This is an optimization exercise on Yosys and OpenROAD, whose aim is small area, not a production implementation.
In this exercise RTL edits were held to simulation tests only and were not proved equivalent to the original.
Power is estimated from default activity; no workload was simulated.

==> flow/design.v, too long to show whole: its modules and the start of the top module <==
// module usb_device_controller: 732 lines
// module usb_init: 243 lines
// module usb_transact: 462 lines
// module usb_packet: 275 lines
// module usb_control: 401 lines
// module USB_Device_Controller_Top: 129 lines
module USB_Device_Controller_Top
(
    input clk_i         ,
    input reset_i       ,
    output usbrst_o      ,
    output highspeed_o   ,
    output suspend_o     ,
    output online_o      ,
    input  [7:0]    txdat_i  ,
    input           txval_i  ,
    input  [11:0]   txdat_len_i  ,
    input  [3:0]    txiso_pid_i  ,
    input           txcork_i ,
    output          txpop_o  ,
    output          txact_o  ,
    output          txpktfin_o  ,
    output [7:0]    rxdat_o  ,
    output          rxval_o  ,
    input           rxrdy_i  ,
    output          rxact_o  ,
    output          rxpktval_o  ,
    output          setup_o,
    output [3:0]    endpt_o  ,
    output          sof_o    ,
    input  [7:0]    inf_alter_i,
    output [7:0]    inf_alter_o,
    output [7:0]    inf_sel_o,
    output          inf_set_o,
    output [9:0]    descrom_raddr_o,         
    input  [7:0]    descrom_rdata_i,         
    input  [9:0]    desc_dev_addr_i,         
    input  [7:0]    desc_dev_len_i,          
    input  [9:0]    desc_qual_addr_i,        
    input  [7:0]    desc_qual_len_i,         
    input  [9:0]    desc_fscfg_addr_i,       
    input  [7:0]    desc_fscfg_len_i,        
    input  [9:0]    desc_hscfg_addr_i,       
    input  [7:0]    desc_hscfg_len_i,        
    input  [9:0]    desc_oscfg_addr_i,       
    input  [9:0]    desc_strlang_addr_i,     
    input  [9:0]    desc_strvendor_addr_i,   
    input  [7:0]    desc_strvendor_len_i,    
    input  [9:0]    desc_strproduct_addr_i,  
    input  [7:0]    desc_strproduct_len_i,   
    input  [9:0]    desc_strserial_addr_i,   
    input  [7:0]    desc_strserial_len_i,    
    input           desc_have_strings_i,     
    output [7:0] utmi_dataout_o   ,
    output       utmi_txvalid_o   ,
    input        utmi_txready_i   ,
    input  [7:0] utmi_datain_i    ,
    input        utmi_rxactive_i  ,
    input        utmi_rxvalid_i   ,
    input        utmi_rxerror_i   ,
    input  [1:0] utmi_linestate_i ,
    output [1:0] utmi_opmode_o    ,
    output       utmi_xcvrselect_o,
    output       utmi_termselect_o,
    output       utmi_reset_o
);
  // ...
==> flow/flow/run.sh <==
#!/bin/bash
# Own layout flow: the standard flow (standard.sh, unchanged synthesis) with
#  - plain buf_1 cells as the input/output port buffers,
#  - synthesis buffers removed at floorplan instead of timing-driven placement,
#  - a clock tree of clkbuf_4 cells over clusters of at most 10 flip-flops, without dummy loads.
# All tool output goes to the ORFS logs under orfs/logs and to flow_make.log here.
set -uo pipefail
export BUFFER_PORTS_ARGS="-buffer_cell sky130_fd_sc_hd__buf_1"
export CTS_ARGS="-sink_clustering_enable -repair_clock_nets -dont_use_dummy_load -buf_list {sky130_fd_sc_hd__clkbuf_4} -sink_clustering_size 10 -sink_clustering_max_diameter 50"
export REMOVE_ABC_BUFFERS=1
bash standard.sh finish > flow_make.log 2>&1
==> flow/standard.sh <==
#!/bin/bash
# synth_recipe.tcl (not shown) runs the flow's synth.tcl, then flattens the netlist and writes it again
# the make line also repeats each setting of config.mk as NAME=value (left out here)
make -C /OpenROAD-flow-scripts/flow DESIGN_CONFIG=/design/flow/config.mk WORK_HOME=/design/flow/orfs CLKGATE_MAP_FILE= SYNTH_SCRIPT=/design/flow/synth_recipe.tcl "${@:-finish}"
==> flow/config.mk <==
export PLATFORM = sky130hd
export DESIGN_NAME = USB_Device_Controller_Top
export DESIGN_NICKNAME = USB_Device_Controller_Top
export VERILOG_FILES = /design/flow/design.v
export SDC_FILE = /design/flow/constraint.sdc
export NUM_CORES = 4
export LEC_CHECK = 0
export ABC_AREA = 1
export CAP_MARGIN = 20
export CORE_MARGIN = 2
export CORE_UTILIZATION = 40
export GPL_TIMING_DRIVEN = 0
export PLACE_DENSITY = 0.6
export SLEW_MARGIN = 20
==> flow/constraint.sdc <==
create_clock -name core_clock -period 10.0 [get_ports {clk_i}]
set_input_delay 2.0000 -clock core_clock [delete_from_list [all_inputs] [get_ports {clk_i}]]
set_output_delay 2.0000 -clock core_clock [all_outputs]
set_load 0.01 [all_outputs]
==> run_results.csv, run 1 <==
group,metric,value,unit
outcome,outcome,"finished clean",
clock_network,cts_buffer_depth,3,
timing,max_freq,0.169,GHz
synth,dominantRegCellSynth,"dfxtp_1",
detailed_routing,met3WireLength,3200,um
critical_path,cp.depth,10,
timing,min_period,5.92,ns
clock_network,cts_tree,"built",
power_and_ir_drop,pg_seq,1.47,mW
synth,synth_area_leaders,"dfxtp_1, edfxtp_1, nand2_1",
die,ios,271,
critical_path,crit_required,8.00,ns
critical_path,worstSetupPathType,"input port to output port",
worst_hold_path,min_path_cells,0,
clock_network,clock_sinks,306,
critical_path,r2r_setup_slack,4.55,ns
timing,period_share,59.2,%
synth,synthSimpleGateAreaFrac,27.9,%
die,initial_core_util,40.7,%
worst_hold_path,min_from,"u_usb_device_controller.rxdat_d0[2]",
finish,finalNonFillerCells,3255,
timing,worst_pin_slew,0.979,ns
placement,io_buffers,201,
critical_path,crit_path_start,"txval_i",
finish,final_common_cell,"nand2_1",
global_routing,grt_max_degree,74,
clock_network,path_clk_slew,0.10,ns
global_routing,grt.total_usage,23.1,%
placement,pre_cts_ws,3.98,ns
==> module usb_device_controller, before the edit <==
module usb_device_controller
(
        input clk_i,
        input reset_i,
        output usbrst_o,
        output highspeed_o,
        output suspend_o,
        output online_o,
        input  [7:0]    txdat_i  ,
        input           txval_i  ,
        input  [11:0]   txdat_len_i,
        input  [3:0]    txiso_pid_i,
        input           txcork_i ,
        output          txpop_o  ,
        output          txact_o  ,
        output [7:0]    rxdat_o  ,
        output          rxval_o  ,
        input           rxrdy_i  ,
        output          rxact_o  ,
        output          rxpktval_o,
        output          txpktfin_o,
        output          setup_o,
        output [3:0]    endpt_o  ,
        output          sof_o    ,
        input  [7:0]    inf_alter_i,
        output [7:0]    inf_alter_o,
        output [7:0]    inf_sel_o,
        output          inf_set_o,
        output [15:0]   descrom_raddr_o,
        output [7:0]    desc_index_o,
        output [7:0]    desc_type_o,
        input  [7:0]    descrom_rdata_i,
        input  [15:0]    desc_dev_addr_i,
        input  [15:0]    desc_dev_len_i,
        input  [15:0]    desc_qual_addr_i,
        input  [15:0]    desc_qual_len_i,
        input  [15:0]    desc_fscfg_addr_i,
        input  [15:0]    desc_fscfg_len_i,
        input  [15:0]    desc_hscfg_addr_i,
        input  [15:0]    desc_hscfg_len_i,
        input  [15:0]    desc_oscfg_addr_i,
        input  [15:0]    desc_strlang_addr_i,
        input  [15:0]    desc_strvendor_addr_i,
        input  [15:0]    desc_strvendor_len_i,
        input  [15:0]    desc_strproduct_addr_i,
        input  [15:0]    desc_strproduct_len_i,
        input  [15:0]    desc_strserial_addr_i,
        input  [15:0]    desc_strserial_len_i,
        input           desc_have_strings_i,
        input  [15:0]    desc_hidrpt_addr_i,
        input  [15:0]    desc_hidrpt_len_i,
        output [7:0] utmi_dataout_o   ,
        output       utmi_txvalid_o   ,
        input        utmi_txready_i   ,
        input  [7:0] utmi_datain_i    ,
        input        utmi_rxactive_i  ,
        input        utmi_rxvalid_i   ,
        input        utmi_rxerror_i   ,
        input  [1:0] utmi_linestate_i ,
        output [1:0] utmi_opmode_o    ,
        output       utmi_xcvrselect_o,
        output       utmi_termselect_o,
        output       utmi_reset_o     ,
        output       ack_timeout_o    ,
        output       ack_received_o   ,
        output       ack_bad_packet_o
        ,output wire [3:0] transact_state_o
        ,output wire [3:0] crc_dbg_dataout_o
        ,input wire clk_120
        ,output wire stuck_in_2nd_or_3rd_state_o
        ,output wire [19:0] dev_controller_dbg_o
);
    parameter ENDPT_NUM = 0;
    localparam ST_IDLE= 0;
    localparam ST_STALL= 1;
    localparam ST_NAK= 2;
    localparam ST_INSTART= 3;
    localparam ST_INSEND= 4;
    localparam ST_INDONE= 5;
    localparam ST_OUTRECV= 6;
    localparam ST_OUTNAK = 7;
    localparam ST_SETUP= 8;
    wire [7:0] txbuf_rdat;
    wire       usbi_usbrst;
    wire       usbi_highspeed;
    wire       usbi_suspend;
    wire       usbp_chirpk;
    wire       usbp_rxact;
    wire       usbp_rxrdy;
    wire       usbp_rxfin;
    wire [7:0] usbp_rxdat;
    wire       usbp_txact;
    wire       usbp_txrdy;
    wire [7:0] usbp_txdat;
    wire       usbt_in;
    wire       usbt_out;
    wire       usbt_setup;
    wire       usbt_ping;
    wire       usbt_fin;
    wire [3:0] usbt_endpt;
    wire       usbt_nak;
    wire       usbt_stall;
    wire       usbt_nyet;
    wire       usbt_send;
    wire       usbt_isync;
    wire       usbt_osync;
    wire       usbt_rxrdy;
    wire [7:0] usbt_rxdat;
    wire [1:0] usbt_type = 2'd0;  
    wire       usbt_txrdy;
    wire [7:0] usbt_txdat;
    wire [6:0] usbc_addr;
    wire       usbc_confd;
    wire [1:ENDPT_NUM] usbc_clr_in;
    wire [1:ENDPT_NUM] usbc_clr_out;
    wire [1:ENDPT_NUM] usbc_sethlt_in;
    wire [1:ENDPT_NUM] usbc_sethlt_out;
    wire       usbc_dscbusy;
    wire       usbc_dscrd;
    wire [7:0] usbc_dsctyp;
    wire [7:0] usbc_dscinx;
    wire [15:0] usbc_dscoff;
    reg  [15:0] descrom_raddr;
    reg  [15:0] descrom_start;
    reg  [15:0] usbc_dsclen;
    wire       usbc_selfpowered;
    wire       usbc_in;
    wire       usbc_out;
    wire       usbc_setup;
    wire       usbc_ping;
    wire       usbc_nak;
    wire       usbc_stall;
    wire       usbc_nyet;
    wire       usbc_send;
    wire       usbc_isync;
    wire [7:0] usbc_txdat;
    reg  [3:0] cur_state;
    reg  [3:0] next_state;
    reg [1:ENDPT_NUM] isync;
    reg [1:ENDPT_NUM] osync;
    reg [1:ENDPT_NUM] halt_in;
    reg [1:ENDPT_NUM] halt_out;
    reg [11 : 0] s_bufptr;
    reg          s_isync;
    reg          s_osync;
    reg          s_halt_in;
    reg          s_halt_out;
    reg          s_endpt_rxrdy;
    reg          s_endpt_txcork;
    reg          s_endpt_tx_en;
    reg          s_nyet;
    wire         s_reset;
    wire         q_usbrst;
    wire         q_online;
    wire         q_highspeed;
    wire       usbp_txvalid_o;
    wire [1:0] usbi_opmode;
    wire [7:0] usbp_dataout_o;
    assign utmi_opmode_o = usbi_opmode;
    assign utmi_dataout_o = usbp_dataout_o;
    assign utmi_txvalid_o = usbp_txvalid_o;
    wire [9:0] dev_packet_dbg_o;
    wire [9:0] dev_control_dbg_o;
    wire [9:0] dev_transact_dbg_o;
    assign dev_controller_dbg_o[0]  = isync[1];
    assign dev_controller_dbg_o[1]  = osync[1];
    assign dev_controller_dbg_o[2]  = usbt_fin;
    assign dev_controller_dbg_o[3]  = usbc_clr_in[1];
    assign dev_controller_dbg_o[4]  = usbc_clr_out[1];
    assign dev_controller_dbg_o[5]  = dev_control_dbg_o[0];
    assign dev_controller_dbg_o[6]  = dev_control_dbg_o[1];
    assign dev_controller_dbg_o[7]  = 1'b0;
    assign dev_controller_dbg_o[8]  = 1'b0;
    assign dev_controller_dbg_o[9]  = 1'b0;
    assign dev_controller_dbg_o[10] = 1'b0;
    assign dev_controller_dbg_o[11] = 1'b0;
    assign dev_controller_dbg_o[12] = 1'b0;
    assign dev_controller_dbg_o[13] = 1'b0;
    assign dev_controller_dbg_o[14] = 1'b0;
    assign dev_controller_dbg_o[15] = 1'b0;
    assign dev_controller_dbg_o[16] = 1'b0;
    assign dev_controller_dbg_o[17] = 1'b0;
    assign dev_controller_dbg_o[18] = 1'b0;
    assign dev_controller_dbg_o[19] = 1'b0;
    usb_init u_usb_init (
         .CLK             (clk_i            )
        ,.RESET           (s_reset          )
        ,.I_USBRST        (usbi_usbrst      )
        ,.I_HIGHSPEED     (usbi_highspeed   )
        ,.I_SUSPEND       (usbi_suspend     )
        ,.P_CHIRPK        (usbp_chirpk      )
        ,.PHY_RESET       (utmi_reset_o     )
        ,.PHY_LINESTATE   (utmi_linestate_i )
        ,.PHY_OPMODE      (usbi_opmode      )
        ,.PHY_XCVRSELECT  (utmi_xcvrselect_o)
        ,.PHY_TERMSELECT  (utmi_termselect_o)
    );
    usb_packet u_usb_packet(
         .CLK             (clk_i            )
        ,.RESET           (usbi_usbrst      )
        ,.P_CHIRPK        (usbp_chirpk      )
        ,.P_RXACT         (usbp_rxact       )
        ,.P_RXRDY         (usbp_rxrdy       )
        ,.P_RXFIN         (usbp_rxfin       )
        ,.P_RXDAT         (usbp_rxdat       )
        ,.P_TXACT         (usbp_txact       )
        ,.P_TXRDY         (usbp_txrdy       )
        ,.P_TXDAT         (usbp_txdat       )
        ,.PHY_DATAOUT     (usbp_dataout_o   )
        ,.PHY_TXVALID     (usbp_txvalid_o   )
        ,.PHY_TXREADY     (utmi_txready_i   )
        ,.PHY_DATAIN      (utmi_datain_i    )
        ,.PHY_RXACTIVE    (utmi_rxactive_i  )
        ,.PHY_RXVALID     (utmi_rxvalid_i   )
        ,.PHY_RXERROR     (utmi_rxerror_i   )
        ,.clk_120 (clk_120)
        ,.crc_dbg_dataout_o () 
        ,.dev_packet_dbg_o(dev_packet_dbg_o)
    );
    usb_transact usb_transact_inst(
         .CLK             (clk_i         )
        ,.RESET           (usbi_usbrst   )
        ,.T_IN            (usbt_in       )
        ,.T_OUT           (usbt_out      )
        ,.T_SOF           (sof_o         )
        ,.T_SETUP         (usbt_setup    )
        ,.T_PING          (usbt_ping     )
        ,.T_FIN           (usbt_fin      )
        ,.T_ADDR          (usbc_addr     )
        ,.T_ENDPT         (usbt_endpt    )
        ,.T_NAK           (usbt_nak      )
        ,.T_STALL         (usbt_stall    )
        ,.T_NYET          (usbt_nyet     )
        ,.T_SEND          (usbt_send     )
        ,.T_ISYNC         (usbt_isync    )
        ,.T_OSYNC         (usbt_osync    )
        ,.T_RXRDY         (usbt_rxrdy    )
        ,.T_RXDAT         (usbt_rxdat    )
        ,.T_TYPE          (usbt_type     )
        ,.T_PID_DATA      (txiso_pid_i   )
        ,.T_TXRDY         (usbt_txrdy    )
        ,.T_TXDAT         (usbt_txdat    )
        ,.I_HIGHSPEED     (usbi_highspeed)
        ,.P_RXACT         (usbp_rxact    )
        ,.P_RXRDY         (usbp_rxrdy    )
        ,.P_RXFIN         (usbp_rxfin    )
        ,.P_RXDAT         (usbp_rxdat    )
        ,.P_TXACT         (usbp_txact    )
        ,.P_TXRDY         (usbp_txrdy    )
        ,.P_TXDAT         (usbp_txdat    )
        ,.ack_timeout_o                  (ack_timeout_o )
        ,.ack_received_o                 (ack_received_o  )
        ,.ack_bad_packet_o               (ack_bad_packet_o)
        ,.transact_state_o               (transact_state_o)
        ,.stuck_in_2nd_or_3rd_state_o    (stuck_in_2nd_or_3rd_state_o)
        ,.dev_transact_dbg_o (dev_transact_dbg_o)
    );
    usb_control #(.NENDPT(ENDPT_NUM))
    usb_control_inst (
         .CLK                    (clk_i           )
        ,.RESET                  (usbi_usbrst     )
        ,.C_ADDR                 (usbc_addr       )
        ,.C_CONFD                (usbc_confd      )
        ,.C_CLRIN                (usbc_clr_in     )
        ,.C_CLROUT               (usbc_clr_out    )
        ,.C_HLTIN                (halt_in         )
        ,.C_HLTOUT               (halt_out        )
        ,.C_SHLTIN               (usbc_sethlt_in  )
        ,.C_SHLTOUT              (usbc_sethlt_out )
        ,.C_INTERFACE_ALTER_I    (inf_alter_i     )
        ,.C_INTERFACE_ALTER_O    (inf_alter_o     )
        ,.C_INTERFACE            (inf_sel_o       )
        ,.C_INTERFACE_UPDATE     (inf_set_o       )
        ,.C_DSCBUSY              (usbc_dscbusy    )
        ,.C_DSCRD                (usbc_dscrd      )
        ,.C_DSCTYP               (usbc_dsctyp     )
        ,.C_DSCINX               (usbc_dscinx     )
        ,.C_DSCOFF               (usbc_dscoff     )
        ,.C_DSCLEN               (usbc_dsclen     )
        ,.C_SELFPOWERED          (usbc_selfpowered)
        ,.T_IN                   (usbc_in         )
        ,.T_OUT                  (usbc_out        )
        ,.T_SETUP                (usbc_setup      )
        ,.T_PING                 (usbc_ping       )
        ,.T_FIN                  (usbt_fin        )
        ,.T_NAK                  (usbc_nak        )
        ,.T_STALL                (usbc_stall      )
        ,.T_NYET                 (usbc_nyet       )
        ,.T_SEND                 (usbc_send       )
        ,.T_ISYNC                (usbc_isync      )
        ,.T_OSYNC                (usbt_osync      )
        ,.T_RXRDY                (usbt_rxrdy      )
        ,.T_RXDAT                (usbt_rxdat      )
        ,.T_TXRDY                (usbt_txrdy      )
        ,.T_TXDAT                (usbc_txdat      )
        ,.dev_control_dbg_o      (dev_control_dbg_o)
    );
    assign usbrst_o      = q_usbrst;
    assign highspeed_o   = q_highspeed;
    assign suspend_o     = usbi_suspend;
    assign online_o      = q_online;
    assign usbc_in     = (usbt_endpt == 4'b0000) ? usbt_in    : 0;
    assign usbc_out    = (usbt_endpt == 4'b0000) ? usbt_out   : 0;
    assign usbc_setup  = (usbt_endpt == 4'b0000) ? usbt_setup : 0;
    assign usbc_ping   = (usbt_endpt == 4'b0000) ? usbt_ping  : 0;
    assign usbc_selfpowered = 1'b0;
    assign usbt_nak    = (usbt_endpt == 4'b0000) ? usbc_nak : (next_state == ST_NAK) ? 1 : 0;
    assign usbt_stall  = (usbt_endpt == 4'b0000) ? usbc_stall : (next_state == ST_STALL) ? 1 : 0;
    assign usbt_nyet   = (usbt_endpt == 4'b0000) ? usbc_nyet  : s_nyet;
    assign usbt_send   = (usbt_endpt == 4'b0000) ? txval_i|usbc_send  : (cur_state == ST_INSEND) ? 1 : 0;
    assign usbt_isync  = (usbt_endpt == 4'b0000) ? endpt0_isync : s_isync;
    assign usbt_txdat  = (usbt_endpt == 4'b0000 && usbc_dscbusy == 0) ? (txval_i ? txbuf_rdat : usbc_txdat) : (usbt_endpt == 4'b0000) ? descrom_rdata_i : txbuf_rdat;
    assign s_reset     = reset_i;
    assign q_online    = usbc_confd;
    assign q_usbrst    = usbi_usbrst;
    assign q_highspeed = usbi_highspeed;
    wire [ENDPT_NUM:0] endpt_in;
    wire [ENDPT_NUM:0] endpt_out;
    genvar i;
    generate
        for(i=1;i<=ENDPT_NUM;i=i+1) begin : halt_sync
            always @(posedge clk_i) begin
                if (s_reset == 1) begin
                    halt_in[i] <= 0;
                    halt_out[i] <= 0;
                end
                else if (usbi_usbrst == 1) begin
                    halt_in[i] <= 0;
                    halt_out[i] <= 0;
                end
                else begin
                    halt_in[i] <= (halt_in[i] || usbc_sethlt_in[i]) && (~usbc_clr_in[i]);
                    halt_out[i] <= (halt_out[i] || usbc_sethlt_out[i]) && (~usbc_clr_out[i]);
                end
            end
            always @(posedge clk_i) begin
                if (s_reset == 1) begin
                    isync[i] <= 0;
                    osync[i] <= 0;
                end
                else if (usbi_usbrst == 1) begin
                    isync[i] <= 0;
                    osync[i] <= 0;
                end
                else if (cur_state == ST_IDLE) begin
                    isync[i] <= isync[i] && (~usbc_clr_in[i]);
                    osync[i] <= osync[i] && (~usbc_clr_out[i]);
                end
                else if (cur_state == ST_INDONE) begin
                    if ( (usbt_endpt == i) ) begin
                        if (usbt_type == 2'd1) begin
                            isync[i] <= 1'b0;
                        end
                        else if (usbt_fin == 1) begin
                            isync[i] <= ~isync[i];
                        end
                    end
                end
                else if (cur_state == ST_OUTRECV) begin
                    if ( (usbt_endpt == i) && (usbt_fin == 1) && (usbt_osync == osync[i])) begin
                        osync[i] <= ~osync[i];
                    end
                end
            end
        end
    endgenerate
    reg endpt0_isync;
    reg endpt0_osync;
    always @(posedge clk_i) begin
        if (s_reset == 1) begin
            endpt0_isync <= 1'b1;
            endpt0_osync <= 1'b1;
        end
        else if (usbi_usbrst == 1) begin
            endpt0_isync <= 1'b1;
            endpt0_osync <= 1'b1;
        end
        else if (cur_state == ST_SETUP) begin
            endpt0_isync <= 1'b1;
            endpt0_osync <= 1'b1;
        end
        else if (cur_state == ST_INDONE) begin
            if (usbt_endpt == 4'b0000) begin
                if (usbt_fin == 1) begin
                    endpt0_isync <= ~endpt0_isync;
                end
            end
        end
        else if (cur_state == ST_OUTRECV) begin
            if ( (usbt_endpt == 4'b0000) && (usbt_fin == 1) && (usbt_osync == endpt0_osync)) begin
                endpt0_osync <= ~endpt0_osync;
            end
        end
    end
    assign crc_dbg_dataout_o[0] = endpt0_isync;
    assign crc_dbg_dataout_o[1] = endpt0_osync;
    assign crc_dbg_dataout_o[2] = isync[1];
    assign crc_dbg_dataout_o[3] = osync[1];
    always @(posedge clk_i) begin
        if (s_reset == 1) begin
            s_endpt_rxrdy  <= 1'b0;
            s_endpt_txcork <= 1'b0;
            s_halt_out     <= 1'b0;
            s_halt_in      <= 1'b0;
            s_osync        <= 1'b0;
            s_isync        <= 1'b0;
        end
        else begin
            s_endpt_rxrdy  <= rxrdy_i;
            s_endpt_txcork <= txcork_i;
            s_halt_out     <= (usbt_endpt >= 1 && usbt_endpt <= ENDPT_NUM) ? halt_out[usbt_endpt] : 1'b0;
            s_halt_in      <= (usbt_endpt >= 1 && usbt_endpt <= ENDPT_NUM) ? halt_in[usbt_endpt] : 1'b0;
            s_osync        <= (usbt_endpt >= 1 && usbt_endpt <= ENDPT_NUM) ? osync[usbt_endpt] : 1'b0;
            s_isync        <= (usbt_endpt >= 1 && usbt_endpt <= ENDPT_NUM) ? isync[usbt_endpt] : 1'b0;
        end
    end
    reg [11:0] bufptr_d;
    always @(*) begin
        if (s_reset == 1 || usbi_usbrst == 1 || cur_state == ST_IDLE)
            bufptr_d = 12'd0;
        else if (cur_state == ST_INSTART || (cur_state == ST_INSEND && usbt_txrdy == 1))
            bufptr_d = s_bufptr + 1'b1;
        else
            bufptr_d = s_bufptr;
    end
    reg s_bufptr_eq_stop;
    reg s_bufptr_ge_stop;
    always @(posedge clk_i) begin
        s_bufptr <= bufptr_d;
        if (s_reset == 1) begin
            s_bufptr_eq_stop <= 1'b0;
            s_bufptr_ge_stop <= 1'b0;
        end
        else begin
            s_bufptr_eq_stop <= (bufptr_d == txdat_len_i);
            s_bufptr_ge_stop <= (bufptr_d >= txdat_len_i);
        end
    end
    generate
       for(i=0;i<=ENDPT_NUM;i=i+1) begin : set_endpt
            assign endpt_in[i]  = (usbt_endpt == i);
            assign endpt_out[i] = (usbt_endpt == i);
        end
    endgenerate
    always @(posedge clk_i) begin
        if (s_reset == 1) begin
            cur_state <= ST_IDLE;
        end
        else begin
            cur_state <= next_state;
        end
    end
    always @(*) begin
        if (s_reset == 1) begin
            next_state = ST_IDLE;
        end
        else if (usbi_usbrst == 1) begin
            next_state  = ST_IDLE;
        end
        else begin
            case (cur_state)
                ST_IDLE : begin
                    if ((usbt_out == 1)&&(|endpt_out))begin
                        if (s_halt_out == 1) begin
                            next_state = ST_STALL;
                        end
                        else if (s_endpt_rxrdy == 1) begin
                            next_state = ST_OUTRECV;
                        end
                        else begin
                            next_state = ST_OUTNAK;
                        end
                    end
                    else if (usbt_setup == 1)begin
                        next_state = ST_SETUP;
                    end
                    else if ((usbt_in == 1)&&(|endpt_in)) begin
                        if (s_halt_in == 1)
                            next_state = ST_STALL;
                        else if (s_endpt_txcork == 0) begin
                            next_state = ST_INSTART;
                        end else begin
                            next_state = ST_NAK;
                        end
                    end
                    else if ((usbt_ping == 1) && (|endpt_out)) begin
                        if (s_endpt_rxrdy == 1) begin
                            next_state = ST_IDLE;
                        end
                        else begin
                            next_state = ST_NAK;
                        end
                    end
                    else begin
                        next_state = ST_IDLE;
                    end
                end
                ST_STALL :
                    if ((usbt_in == 0) && (usbt_out == 0) && (usbt_ping == 0)) begin
                        next_state = ST_IDLE;
                    end
                    else begin
                        next_state = ST_STALL;
                    end
                ST_NAK :
                    if ((usbt_in == 0) && (usbt_out == 0) && (usbt_ping == 0)) begin
                        next_state = ST_IDLE;
                    end
                    else begin
                        next_state = ST_NAK;
                    end
                ST_INSTART : begin
                    if (usbt_in == 0)
                        next_state = ST_IDLE;
                    else if (s_bufptr_eq_stop) begin
                        next_state = ST_INDONE;
                    end
                    else begin
                        next_state = ST_INSEND;
                    end
                end
                ST_INSEND :
                    if (usbt_in == 0) begin
                        next_state = ST_IDLE;
                    end
                     else if ( usbt_txrdy == 1) begin
                        if (s_bufptr_ge_stop) begin
                            next_state = ST_INDONE;
                        end
                        else begin
                            next_state = ST_INSEND;
                        end
                    end
                    else begin
                        next_state = ST_INSEND;
                    end
                ST_INDONE : begin
                    if (usbt_in == 0) begin
                        next_state = ST_IDLE;
                    end
                    else if ( usbt_fin == 1) begin
                        next_state = ST_IDLE;
                    end
                    else begin
                        next_state = ST_INDONE;
                    end
                end
                ST_SETUP :
                    if (usbt_setup == 0) begin
                        next_state = ST_IDLE;
                    end
                    else begin
                        next_state = ST_SETUP;
                    end
                ST_OUTRECV :
                    if (usbt_out == 0) begin
                        next_state = ST_IDLE;
                    end
                    else begin
                        next_state = ST_OUTRECV;
                    end
                ST_OUTNAK :
                    if (usbt_out == 0) begin
                        next_state = ST_IDLE;
                    end
                    else if (usbt_rxrdy == 1) begin
                        if (usbt_type == 1'b1) begin
                            next_state = ST_IDLE;
                        end
                        else if (usbt_osync == s_osync) begin
                            next_state = ST_NAK;
                        end
                        else begin
                            next_state = ST_OUTNAK;
                        end
                    end
                    else begin
                        next_state = ST_OUTNAK;
                    end
                default: next_state  = ST_IDLE;
            endcase
        end
    end
    always @(posedge clk_i) begin
        if (s_reset == 1) begin
            s_endpt_tx_en <= 1'b0;
            s_nyet <= 0;
        end
        else if (usbi_usbrst == 1) begin
            s_endpt_tx_en <= 1'b0;
            s_nyet <= 0;
        end
        else begin
            case (cur_state)
                ST_IDLE : begin
                    s_nyet <= 0;
                    s_endpt_tx_en <= 1'b0;
                end
                ST_INSTART : begin
                    s_endpt_tx_en <= 1'b1;
                end
                ST_OUTRECV :
                    if ( usbt_rxrdy == 1) begin
                        s_nyet <= ~s_endpt_rxrdy;
                    end
                default:;
            endcase
        end
    end
reg [7:0] rxdat_d0;
reg [7:0] rxdat_d1;
reg [7:0] rxdat_d2;
reg       rxval_d0;
reg       rxval_d1;
reg       rxval_d2;
wire rx_shift = (cur_state == ST_OUTRECV || cur_state == ST_SETUP) && usbt_rxrdy == 1;
wire rx_clear = (cur_state == ST_OUTRECV && usbt_out == 0) || (cur_state == ST_SETUP && usbt_setup == 0);
always @ (posedge clk_i) begin
    if (rx_shift) begin
        rxdat_d0 <= usbt_rxdat;
        rxdat_d1 <= rxdat_d0;
    end
    rxdat_d2 <= (rx_shift && rxval_d1) ? rxdat_d1 : 8'd0;
end
always @ (posedge clk_i) begin
    if (reset_i) begin
        rxval_d0 <= 1'd0;
        rxval_d1 <= 1'd0;
        rxval_d2 <= 1'd0;
    end
    else if (rx_shift) begin
        rxval_d0 <= 1'b1;
        rxval_d1 <= rxval_d0;
        rxval_d2 <= rxval_d1;
    end
    else if (rx_clear) begin
        rxval_d0 <= 1'd0;
        rxval_d1 <= 1'd0;
        rxval_d2 <= 1'd0;
    end
    else begin
        rxval_d2 <= 1'd0;
    end
end
reg rx_packet_valid;
always @ (posedge clk_i) begin
    if (reset_i) begin
        rx_packet_valid <= 1'b0;
    end
    else begin
        if (cur_state == ST_OUTRECV) begin
            if (usbt_fin == 1) begin
                if (usbt_type == 1'b1) begin
                    rx_packet_valid <= 1'b1;
                end
                else if (usbt_osync == s_osync) begin
                    rx_packet_valid <= 1'b1;
                end
                else begin
                    rx_packet_valid <= 1'b0;
                end
            end
            else begin
                rx_packet_valid <= 1'b0;
            end
        end
        else begin
            rx_packet_valid <= 1'b0;
        end
    end
end
assign txpktfin_o = (cur_state == ST_INDONE)&(usbt_fin == 1);
assign txbuf_rdat = txdat_i;
assign rxdat_o  = ((cur_state == ST_OUTRECV)|(cur_state == ST_SETUP)) ? rxdat_d2 : 0;
assign rxval_o  = ((cur_state == ST_OUTRECV)|(cur_state == ST_SETUP)) ? rxval_d2 : 0;
assign rxact_o  = (cur_state == ST_OUTRECV);
assign rxpktval_o = rx_packet_valid;
assign setup_o = (cur_state == ST_SETUP);
assign endpt_o  = usbt_endpt;
assign txpop_o  = usbt_txrdy;
assign txact_o  = s_endpt_tx_en;
    assign desc_index_o = usbc_dscinx;
    assign desc_type_o  = usbc_dsctyp;
    always @(*) 
    begin
        descrom_start <= 0;
        usbc_dsclen <= 0;
        case (usbc_dsctyp)
            8'h01 : begin    
                descrom_start <= desc_dev_addr_i;
                usbc_dsclen   <= desc_dev_len_i;
            end
            8'h02 : begin    
                if (usbc_dscinx == 0) begin
                    descrom_start <= desc_hscfg_addr_i;
                    usbc_dsclen   <= desc_hscfg_len_i;
                end
            end
            8'h03 : begin    
                case (usbc_dscinx)
                    0: begin  
                        descrom_start <= desc_strlang_addr_i;
                        usbc_dsclen <= 4;
                    end
                    default: begin  
                        descrom_start <= desc_strvendor_addr_i;
                        usbc_dsclen <= desc_strvendor_len_i;
                    end
                endcase
            end
            8'h06 : begin    
                    descrom_start <= desc_qual_addr_i;
                    usbc_dsclen   <= desc_qual_len_i;
            end
            8'h07 : begin    
                if (usbc_dscinx == 0) begin
                    descrom_start <= desc_hscfg_addr_i;
                    usbc_dsclen   <= desc_hscfg_len_i;
                end
            end
        endcase
    end
    always @(posedge clk_i) begin
        if (s_reset == 1) begin
           descrom_raddr <= 16'd0;
        end
        else if (usbc_dscrd == 1) begin
           descrom_raddr <= descrom_start + usbc_dscoff;
       end
    end
    assign descrom_raddr_o = descrom_raddr;
endmodule
==> module usb_packet, before the edit <==
module usb_packet (
    input wire CLK,
    input wire RESET,
    input wire P_CHIRPK,
    output wire P_RXACT,
    output wire P_RXRDY,
    output wire P_RXFIN,
    output wire [7 : 0] P_RXDAT,
    input wire P_TXACT,
    output wire P_TXRDY,
    input wire [7 : 0] P_TXDAT,
    input wire [7 : 0] PHY_DATAIN,
    output reg [7 : 0] PHY_DATAOUT,
    output reg PHY_TXVALID,
    input wire PHY_TXREADY,
    input wire PHY_RXACTIVE,
    input PHY_RXVALID,
    input wire PHY_RXERROR
    ,input wire clk_120
    ,output reg [3:0] crc_dbg_dataout_o
    ,output wire [9 : 0] dev_packet_dbg_o
);
    localparam ST_NONE = 4'd0;
    localparam ST_CHIRPK = 4'd1;
    localparam ST_RWAIT = 4'd2;
    localparam ST_RTOKEN = 4'd3;
    localparam ST_RDATA = 4'd4;
    localparam ST_RSHAKE = 4'd5;
    localparam ST_TSTART = 4'd6;
    localparam ST_TDATA = 4'd7;
    localparam ST_TCRC1 = 4'd8;
    localparam ST_TCRC2 = 4'd9;
    reg [3 : 0] s_state;
    reg s_txfirst;
    reg s_rxactive;
    reg s_rxvalid;
    reg s_rxerror;
    reg [7 : 0] s_datain;
    reg s_txready;
    reg [7 : 0] s_dataout;
    reg s_rxgoodpacket;
    localparam crc5_gen  = 5'b00101;
    localparam crc5_res  = 5'b01100;
    localparam crc16_gen = 16'b1000000000000101;
    localparam crc16_res = 16'b1000000000001101;
    reg [4 : 0] crc5_buf ;
    reg [15 : 0]  crc16_buf;
    reg [7 : 0] v_dataout;
    reg v_txvalid;
    reg v_crc_upd;
    reg [7 : 0] v_crc_data;
    reg [4 : 0] v_crc5_new;
    reg [15 : 0] v_crc16_new;
    integer i;
    function [4 : 0] crc5_upd;
        input  [4 : 0] c;
        input  [7 : 0] b;
        reg [4 : 0] t;
        begin
             t = {b[0] ^ c[4],
                        b[1] ^ c[3],
                        b[2] ^ c[2],
                        b[3] ^ c[1],
                        b[4] ^ c[0]};
         crc5_upd = {b[5] ^ t[1] ^ t[2],
                        b[6] ^ t[0] ^ t[1] ^ t[4],
                        b[5] ^ b[7] ^ t[0] ^ t[3] ^ t[4],
                        b[6] ^ t[1] ^ t[3] ^ t[4],
                        b[7] ^ t[0] ^ t[2] ^ t[3] };
        end
    endfunction
    function [15:0] crc16_upd;
        input  [15 : 0] c;
        input  [ 7 : 0] b;
        reg [7 : 0] t;
        begin
             t = {b[0] ^ c[15],
                        b[1] ^ c[14],
                        b[2] ^ c[13],
                        b[3] ^ c[12],
                        b[4] ^ c[11],
                        b[5] ^ c[10],
                        b[6] ^ c[9],
                        b[7] ^ c[8] };
             crc16_upd = {c[7] ^ t[0] ^ t[1] ^ t[2] ^ t[3] ^ t[4] ^ t[5] ^ t[6] ^ t[7],
                        c[6], c[5], c[4], c[3], c[2],
                        c[1] ^ t[7],
                        c[0] ^ t[6] ^ t[7],
                        t[5] ^ t[6],
                        t[4] ^ t[5],
                        t[3] ^ t[4],
                        t[2] ^ t[3],
                        t[1] ^ t[2],
                        t[0] ^ t[1],
                        t[1] ^ t[2] ^ t[3] ^ t[4] ^ t[5] ^ t[6] ^ t[7],
                        t[0] ^ t[1] ^ t[2] ^ t[3] ^ t[4] ^ t[5] ^ t[6] ^ t[7] };
        end
    endfunction
    assign P_RXACT = s_rxactive;
    assign P_RXFIN = ~s_rxactive & ~s_rxerror & s_rxgoodpacket;
    assign P_RXRDY = s_rxactive & s_rxvalid;
    assign P_RXDAT = s_datain;
    assign P_TXRDY = (s_state == ST_TSTART) ? 1'b1 : ((s_state == ST_TDATA)&P_TXACT) ? (s_txfirst | s_txready) : 1'b0;
    always@(posedge CLK) begin
        v_dataout   = s_dataout;
        v_txvalid   = 1'b0;
        v_crc_upd   = 1'b0;
        v_crc_data  = 8'h00;
        v_crc5_new  = 5'h00;
        v_crc16_new = 16'h0000;
        s_txfirst <= 1'b0;
        s_rxactive <= PHY_RXACTIVE;
        s_rxvalid  <= PHY_RXVALID;
        s_rxerror  <= PHY_RXERROR;
        s_datain   <= PHY_DATAIN;
        s_txready  <= PHY_TXREADY;
        if(RESET) begin
            s_state        <= ST_NONE;
            s_rxgoodpacket <= 1'b0;
        end
        else begin
            case(s_state)
                ST_NONE : begin
                    crc16_buf      <= 16'hFFFF;
                    s_rxgoodpacket <= 1'b0;
                    if(P_CHIRPK) begin
                        s_state <= ST_CHIRPK;
                    end    else if(s_rxactive) begin
                        if(s_rxerror) begin
                            s_state <= ST_RWAIT;
                        end    else if(s_rxvalid) begin
                            if (s_datain[3:0] ==  ~s_datain[7:4]) begin
                                case (s_datain[1:0])
                                    2'b01 : begin  
                                        s_state <= ST_RTOKEN;
                                    end
                                    2'b11 : begin  
                                        s_state <= ST_RDATA;
                                    end
                                    2'b10 : begin  
                                        s_state        <= ST_RSHAKE;
                                        s_rxgoodpacket <= 1'b1;
                                    end
                                    default : begin  
                                        s_state <= ST_RTOKEN;
                                    end
                                endcase
                            end    else begin
                                s_state <= ST_RWAIT;
                            end
                        end
                    end    else if (P_TXACT) begin
                        v_txvalid = 1'b1;
                        v_dataout = P_TXDAT;
                        s_state   <= ST_TSTART;
                    end
                end
                ST_CHIRPK : begin
                    if (!P_CHIRPK) begin
                        s_state <= ST_NONE;
                    end
                end
                ST_RTOKEN : begin
                    if(!s_rxactive) begin
                        s_rxgoodpacket <= 1'b0;
                        s_state        <= ST_NONE;
                    end    else if(s_rxerror) begin
                        s_rxgoodpacket <= 1'b0;
                        s_state <= ST_RWAIT;
                    end    else if(s_rxvalid) begin
                        v_crc5_new = crc5_upd(crc16_buf[4:0], s_datain);
                        crc16_buf[4:0] <= v_crc5_new;
                        if(v_crc5_new == crc5_res) begin
                            s_rxgoodpacket <= 1'b1;
                        end    else begin
                            s_rxgoodpacket <= 1'b0;
                        end
                    end
                end
                ST_RDATA : begin
                    if(!s_rxactive) begin
                        s_rxgoodpacket <= 1'b0;
                        s_state        <= ST_NONE;
                    end    else if(s_rxerror) begin
                        s_rxgoodpacket <= 1'b0;
                        s_state        <= ST_RWAIT;
                    end else if(s_rxvalid) begin
                        v_crc_upd  = 1'b1;
                        v_crc_data = s_datain;
                    end
                end
                ST_RWAIT : begin
                    if (!s_rxactive) begin
                        s_state <= ST_NONE;
                    end
                end
                ST_RSHAKE : begin
                    if(!s_rxactive) begin
                        s_rxgoodpacket <= 1'b0;
                        s_state        <= ST_NONE;
                    end    else if(s_rxerror | s_rxvalid) begin
                        s_rxgoodpacket <= 1'b0;
                        s_state        <= ST_RWAIT;
                    end
                end
                ST_TSTART : begin
                    v_txvalid = 1'b1;
                    case(P_TXDAT[1:0])
                        2'b11 : begin  
                            s_state   <= ST_TDATA;
                            s_txfirst <= 1'b1;
                        end
                        2'b10 : begin  
                            s_state <= ST_RWAIT;
                        end
                        default : begin  
                        end
                    endcase
                end
                ST_TDATA : begin
                    v_txvalid = 1'b1;
                    if(s_txready | s_txfirst) begin
                        if(!P_TXACT) begin
                            for(i=0; i<=7; i=i+1) begin
                                v_dataout[i] = ~crc16_buf[15-i];
                            end
                            s_state <= ST_TCRC1;
                        end    else begin
                            v_dataout = P_TXDAT;
                            v_crc_upd  = 1'b1;
                            v_crc_data = P_TXDAT;
                        end
                    end
                end
                ST_TCRC1 : begin
                    v_txvalid = 1'b1;
                    if(s_txready) begin
                        for(i=0; i<=7; i=i+1) begin
                            v_dataout[i] = ~crc16_buf[7-i];
                        end
                        s_state <= ST_TCRC2;
                    end
                end
                ST_TCRC2 : begin
                    if(s_txready) begin
                        s_state <= ST_RWAIT;
                    end
                    else begin
                        v_txvalid = 1'b1;
                    end
                end
            endcase
        end
        if(v_crc_upd) begin
            v_crc16_new = crc16_upd(crc16_buf, v_crc_data);
            crc16_buf   <= v_crc16_new;
            if(s_state == ST_RDATA && v_crc16_new == crc16_res) begin
                s_rxgoodpacket <= 1'b1;
            end    else begin
                s_rxgoodpacket <= 1'b0;
            end
        end
        if(RESET) begin
            PHY_TXVALID <= 1'b0;
            PHY_DATAOUT <= 8'h00;
        end    else if(s_state == ST_CHIRPK) begin
            PHY_TXVALID <= P_CHIRPK;
            PHY_DATAOUT <= 8'h00;
        end    else if((PHY_TXREADY==1'b1) || (s_state == ST_NONE && P_TXACT == 1'b1)) begin
            PHY_TXVALID <= v_txvalid;
            PHY_DATAOUT <= v_dataout;
        end
        s_dataout <= v_dataout;
    end
endmodule
==> run 2: changes to the inputs <==
--- a/flow/design.v
+++ b/flow/design.v
@@ -397,15 +397,7 @@
     assign crc_dbg_dataout_o[2] = isync[1];
     assign crc_dbg_dataout_o[3] = osync[1];
     always @(posedge clk_i) begin
-        if (s_reset == 1) begin
-            s_endpt_rxrdy  <= 1'b0;
-            s_endpt_txcork <= 1'b0;
-            s_halt_out     <= 1'b0;
-            s_halt_in      <= 1'b0;
-            s_osync        <= 1'b0;
-            s_isync        <= 1'b0;
-        end
-        else begin
+        begin
             s_endpt_rxrdy  <= rxrdy_i;
             s_endpt_txcork <= txcork_i;
             s_halt_out     <= (usbt_endpt >= 1 && usbt_endpt <= ENDPT_NUM) ? halt_out[usbt_endpt] : 1'b0;
@@ -427,12 +419,11 @@
     reg s_bufptr_ge_stop;
     always @(posedge clk_i) begin
         s_bufptr <= bufptr_d;
+        s_bufptr_eq_stop <= (txdat_len_i == 12'd0);
         if (s_reset == 1) begin
-            s_bufptr_eq_stop <= 1'b0;
             s_bufptr_ge_stop <= 1'b0;
         end
         else begin
-            s_bufptr_eq_stop <= (bufptr_d == txdat_len_i);
             s_bufptr_ge_stop <= (bufptr_d >= txdat_len_i);
         end
     end
@@ -644,10 +635,7 @@
 end
 reg rx_packet_valid;
 always @ (posedge clk_i) begin
-    if (reset_i) begin
-        rx_packet_valid <= 1'b0;
-    end
-    else begin
+    begin
         if (cur_state == ST_OUTRECV) begin
             if (usbt_fin == 1) begin
                 if (usbt_type == 1'b1) begin
@@ -1476,13 +1464,15 @@
     reg [7 : 0] s_datain;
     reg s_txready;
     reg [7 : 0] s_dataout;
-    reg s_rxgoodpacket;
     localparam crc5_gen  = 5'b00101;
     localparam crc5_res  = 5'b01100;
     localparam crc16_gen = 16'b1000000000000101;
     localparam crc16_res = 16'b1000000000001101;
     reg [4 : 0] crc5_buf ;
     reg [15 : 0]  crc16_buf;
+    wire s_rxgoodpacket = (s_state == ST_RSHAKE)
+                        | (s_state == ST_RTOKEN && crc16_buf[4:0] == crc5_res)
+                        | (s_state == ST_RDATA && crc16_buf == crc16_res);
     reg [7 : 0] v_dataout;
     reg v_txvalid;
     reg v_crc_upd;
@@ -1554,13 +1544,11 @@
         s_txready  <= PHY_TXREADY;
         if(RESET) begin
             s_state        <= ST_NONE;
-            s_rxgoodpacket <= 1'b0;
         end
         else begin
             case(s_state)
                 ST_NONE : begin
                     crc16_buf      <= 16'hFFFF;
-                    s_rxgoodpacket <= 1'b0;
                     if(P_CHIRPK) begin
                         s_state <= ST_CHIRPK;
                     end    else if(s_rxactive) begin
@@ -1577,7 +1565,6 @@
                                     end
                                     2'b10 : begin  
                                         s_state        <= ST_RSHAKE;
-                                        s_rxgoodpacket <= 1'b1;
                                     end
                                     default : begin  
                                         s_state <= ST_RTOKEN;
@@ -1600,27 +1587,18 @@
                 end
                 ST_RTOKEN : begin
                     if(!s_rxactive) begin
-                        s_rxgoodpacket <= 1'b0;
                         s_state        <= ST_NONE;
                     end    else if(s_rxerror) begin
-                        s_rxgoodpacket <= 1'b0;
                         s_state <= ST_RWAIT;
                     end    else if(s_rxvalid) begin
                         v_crc5_new = crc5_upd(crc16_buf[4:0], s_datain);
                         crc16_buf[4:0] <= v_crc5_new;
-                        if(v_crc5_new == crc5_res) begin
-                            s_rxgoodpacket <= 1'b1;
-                        end    else begin
-                            s_rxgoodpacket <= 1'b0;
-                        end
                     end
                 end
                 ST_RDATA : begin
                     if(!s_rxactive) begin
-                        s_rxgoodpacket <= 1'b0;
                         s_state        <= ST_NONE;
                     end    else if(s_rxerror) begin
-                        s_rxgoodpacket <= 1'b0;
                         s_state        <= ST_RWAIT;
                     end else if(s_rxvalid) begin
                         v_crc_upd  = 1'b1;
@@ -1634,10 +1612,8 @@
                 end
                 ST_RSHAKE : begin
                     if(!s_rxactive) begin
-                        s_rxgoodpacket <= 1'b0;
                         s_state        <= ST_NONE;
                     end    else if(s_rxerror | s_rxvalid) begin
-                        s_rxgoodpacket <= 1'b0;
                         s_state        <= ST_RWAIT;
                     end
                 end
@@ -1692,11 +1668,6 @@
         if(v_crc_upd) begin
             v_crc16_new = crc16_upd(crc16_buf, v_crc_data);
             crc16_buf   <= v_crc16_new;
-            if(s_state == ST_RDATA && v_crc16_new == crc16_res) begin
-                s_rxgoodpacket <= 1'b1;
-            end    else begin
-                s_rxgoodpacket <= 1'b0;
-            end
         end
         if(RESET) begin
             PHY_TXVALID <= 1'b0;
--- a/flow/config.mk
+++ b/flow/config.mk
@@ -5,7 +5,6 @@
 export SDC_FILE = /design/flow/constraint.sdc
 export NUM_CORES = 4
 export LEC_CHECK = 0
-export ABC_AREA = 1
 export CAP_MARGIN = 20
 export CORE_MARGIN = 2
 export CORE_UTILIZATION = 40
==> run 2 against run 1 <==
  * Still clean on timing, DRC and antenna
  * Via count shrank 9.6%
  * Hold slack gained 0.059 ns
  * Non-clock buffer count grew 7
  * Setup slack lost 0.55 ns
  * Die area shrank 1.8%
  * Clock power shrank 2%
  * Clock-buffer cell count shrank 2
  * Combinational power shrank 2.8%
  * Critical path type unchanged
  * Largest cell class unchanged
==> run_results.csv, run 2 <==
group,metric,value,unit
synth,ys_ff_latch,305,
die,num_rows,76,
finish,layout-drive-gt1-share,5.49,%
detailed_routing,drc,0,
synth,yosysMostFrequentCell,"nor2_1",
timing,setup_viol,0,
finish,fin_util,44.0,%
finish,fin_nets,2395,
power_and_ir_drop,p_leak,6.74,nW
detailed_routing,viasPerCell,5.66,
synth,yosys_warnings,23,
global_routing,grt_max_degree,50,
timing,max_freq,0.155,GHz
placement,place_congestion,0.891,
synth,syn_inst,2007,
critical_path,cp_max_fo,10,
critical_path,worstSetupPathType,"input port to output port",
critical_path,startpoint_type,"input port",
critical_path,crit_chain,"buf_1 -> or4b_1 -> o32ai_1 -> o21a_1 -> o21ai_1 -> nand2_1 -> inv_2 -> buf_1",
finish,max_flop_register,"u_usb_device_controller.u_usb_init.s_timer2",
clock_network,clock_sinks,305,
detailed_routing,drt_first_pass_iters,6,
placement,dpl.hpwl,37500,um
synth,synth_area_leaders,"dfxtp_1, edfxtp_1, nor2_1",
synth,synth_top_area_share,23.7,%
timing,whs,0.428,ns
timing,finalSetupTns,0,ns
detailed_routing,vias,15500,
finish,multi_input_area,9540,um2
clock_network,clkLatencyLatePin,0.76,ns
placement,io_buffers,201,
finish,ff_latch_area,7120,um2
timing,worst_pin_slew,1.22,ns
synth,syn-cell-area,17300,um2
critical_path,crit_required,8.00,ns
synth,synth_compound_area_share,17.0,%
die,chipHeight,212,um
finish,final_common_cell,"nor2_1",
clock_network,cts_max_level,2,
die,core,42900,um2
synth,synth_mux_area_share,3.91,%
worst_hold_path,min_path_type,"flip-flop to flip-flop",
power_and_ir_drop,peakVddDrop,0.0000559,V
timing,min_period,6.47,ns
global_routing,first_global_vias,14800,
detailed_routing,dr.first_iter.drc_count,1416,
synth,seq_area_frac_synth,41.1,%
global_routing,grt_remaining_overflow,0,
critical_path,crit_arrival,4.47,ns
die,ios,271,
detailed_routing,routed-wl-met2,22800,um
critical_path,r2r_setup_slack,4.18,ns
outcome,outcome,"finished clean",
die,die_w,212,um
synth,synth_area_leader_cell,"dfxtp_1",
timing,slew_headroom,18.7,%
global_routing,antenna_found_initial,1,
critical_path,slowest_delay,0.57,ns
clock_network,path_clk_slew,0.10,ns
clock_network,post_cts_buffers,0,
power_and_ir_drop,total_power,2.90,mW
detailed_routing,met1_length,22400,um
timing,slew_violations,0,
clock_network,root_buffer,"clkbuf_4",
synth,synth-adder-area-share,2.86,%
finish,design_area,18900,um2
power_and_ir_drop,power.density,154,nW/um2
critical_path,crit_family,"compound AO/OA/AOI/OAI gates",
die,die_area,44900,um2
critical_path,cp-end-kind,"output port",
clock_network,cts_buffer_depth,3,
timing,period_share,64.7,%
clock_network,postCtsHoldBufs,0,
synth,synth-edff-count,100,
clock_network,cts_resized,0,
timing,hold_viol_final,0,
global_routing,grt.total_usage,22.5,%
detailed_routing,dr.max_layer_used,"met4",
die,initial_core_util,40.3,%
synth,dominantRegCellSynth,"dfxtp_1",
detailed_routing,ant_nets,0,
timing,rsz0062_at_grt,"false",
finish,fillCellCount,4345,
placement,post_dp_cell_area,18500,um2
synth,synth_commonest_cells,"nor2_1, dfxtp_1, nand2_1",
synth,synth_top_family_by_area,"simple AND/OR/NAND/NOR gates",
timing,skew,0.0620,ns
clock_network,cts_tree,"built",
critical_path,crit_slowest_cell,"or4b_1",
synth,synthArstFlopShare,0,%
global_routing,grt_pass1_wl,79900,um
detailed_routing,met3WireLength,4000,um
critical_path,critPathBufInv,3,
detailed_routing,wl_per_cell,18.7,um
finish,largest_reg_flops,19,
finish,final_cell_mix,"nor2_1, buf_1, dfxtp_1",
synth,synth_xor_area_share,6.29,%
job,cap_violations,0,
synth,avgSynthCellArea,8.62,um2
critical_path,crit_top_cell,"buf_1",
clock_network,cts_buffers,43,
detailed_routing,drt_wl_total,51200,um
finish,area_delta_synth_final,9.03,%
synth,synthSimpleGateAreaFrac,24.7,%
synth,synth_cell_types,98,
run 2: worst paths after layout:
check,from,to,cells past startpoint
max,txval_i,txpop_o,8
min,u_usb_device_controller.rxdat_d0[2],u_usb_device_controller.rxdat_d1[2],0
max reg2reg,flip-flop,u_usb_device_controller.s_bufptr_ge_stop,22
min reg2reg,u_usb_device_controller.rxdat_d0[2],u_usb_device_controller.rxdat_d1[2],0
run 2: area by class of cell:
cell class                      count  area share [%]
Antenna cell                        3          0.0398
Multi-Input combinational cell   1519            50.6
Sequential cell                   305            37.7
Timing Repair Buffer              214            4.69
Tap cell                          585            3.88
Clock buffer                       43            1.71
Inverter                           67            1.33
run 2: metrics by stage:
stage | worst slack [ns] | std cells
floorplan | 4.40 | 1891
global placement | 2.93 | 2677
detailed placement | 3.03 | 2689
CTS | 3.55 | 2732
global route | 3.43 | 2734
finish | 3.53 | 2736
run 2: metal layers:
| metal | track usage, % | up-vias |
|---|---|---|
| li1 | - | 7518 |
| met1 | 29.5 | 7290 |
| met2 | 35.6 | 570 |
| met3 | 5.22 | 106 |
| met4 | 9.83 | 0 |
| met5 | 0 | - |
run 2: where the power goes:
group	total, mW	internal, mW	switching [mW]
logic	0.768	0.294	0.474
clock network	0.610	0.197	0.413
registers	1.52	1.35	0.166
total	2.90	1.84	1.05
run 2: cells by family after synthesis:
| family | after synthesis |
|---|---|
| simple gates | 855 |
| compound gates | 439 |
| flops | 305 |
| buf+inv | 183 |
| xor+xnor | 120 |
| mux | 66 |
| fa+ha+maj | 39 |
run 2: worst reg2reg max path: stages, from the launching register on:
cell and delay (ns):
dfxtp_1 0.84, nor4bb_1 0.60, o32ai_1 0.28, o21a_1 0.35, o21ai_1 0.36, nand2_1 0.23, inv_2 0.21, nand3_1 0.10
a21oi_1 0.58, xnor2_1 0.12, or2_1 0.25, ha_1 0.27, nand2b_1 0.14, a21o_1 0.17, a21o_1 0.16, a21o_1 0.17
a21o_1 0.17, a21oi_1 0.14, nor2b_1 0.05, o21ai_0 0.14, nand2b_1 0.07, a21oi_1 0.19, o22ai_1 0.10

afterwards: timing with drivers on the ports:
The flow's constraints put no driver on any port. The routed layouts listed below were extracted and timed again, unchanged, in two steps. Step 1 sets driving cells, clkbuf_16 on the clock port and buf_2 on the other inputs (assumed; they add their load-dependent delay and slew). Step 2, shift: input delay + t, output delay - t, t = (earliest + latest rising clock arrival at the registers) / 2. This alone moves slack from input paths to output paths. Three values: ideal ports, drivers, drivers and shift; two values: the first two.
run | t (ns) | setup WS [ns] | worst hold slack (ns)
run 1 | 0.798 | 4.081 / 4.044 / 3.933 | 0.369 / 0.369 / 0.369
run 2 | 0.785 | 3.533 / 3.474 / 2.994 | 0.428 / 0.428 / 0.428
After both steps setup and hold are still met in every run listed. For run 2, which loses most, drivers alone change the setup slack by -0.059 ns; drivers and shift together by -0.539 ns.
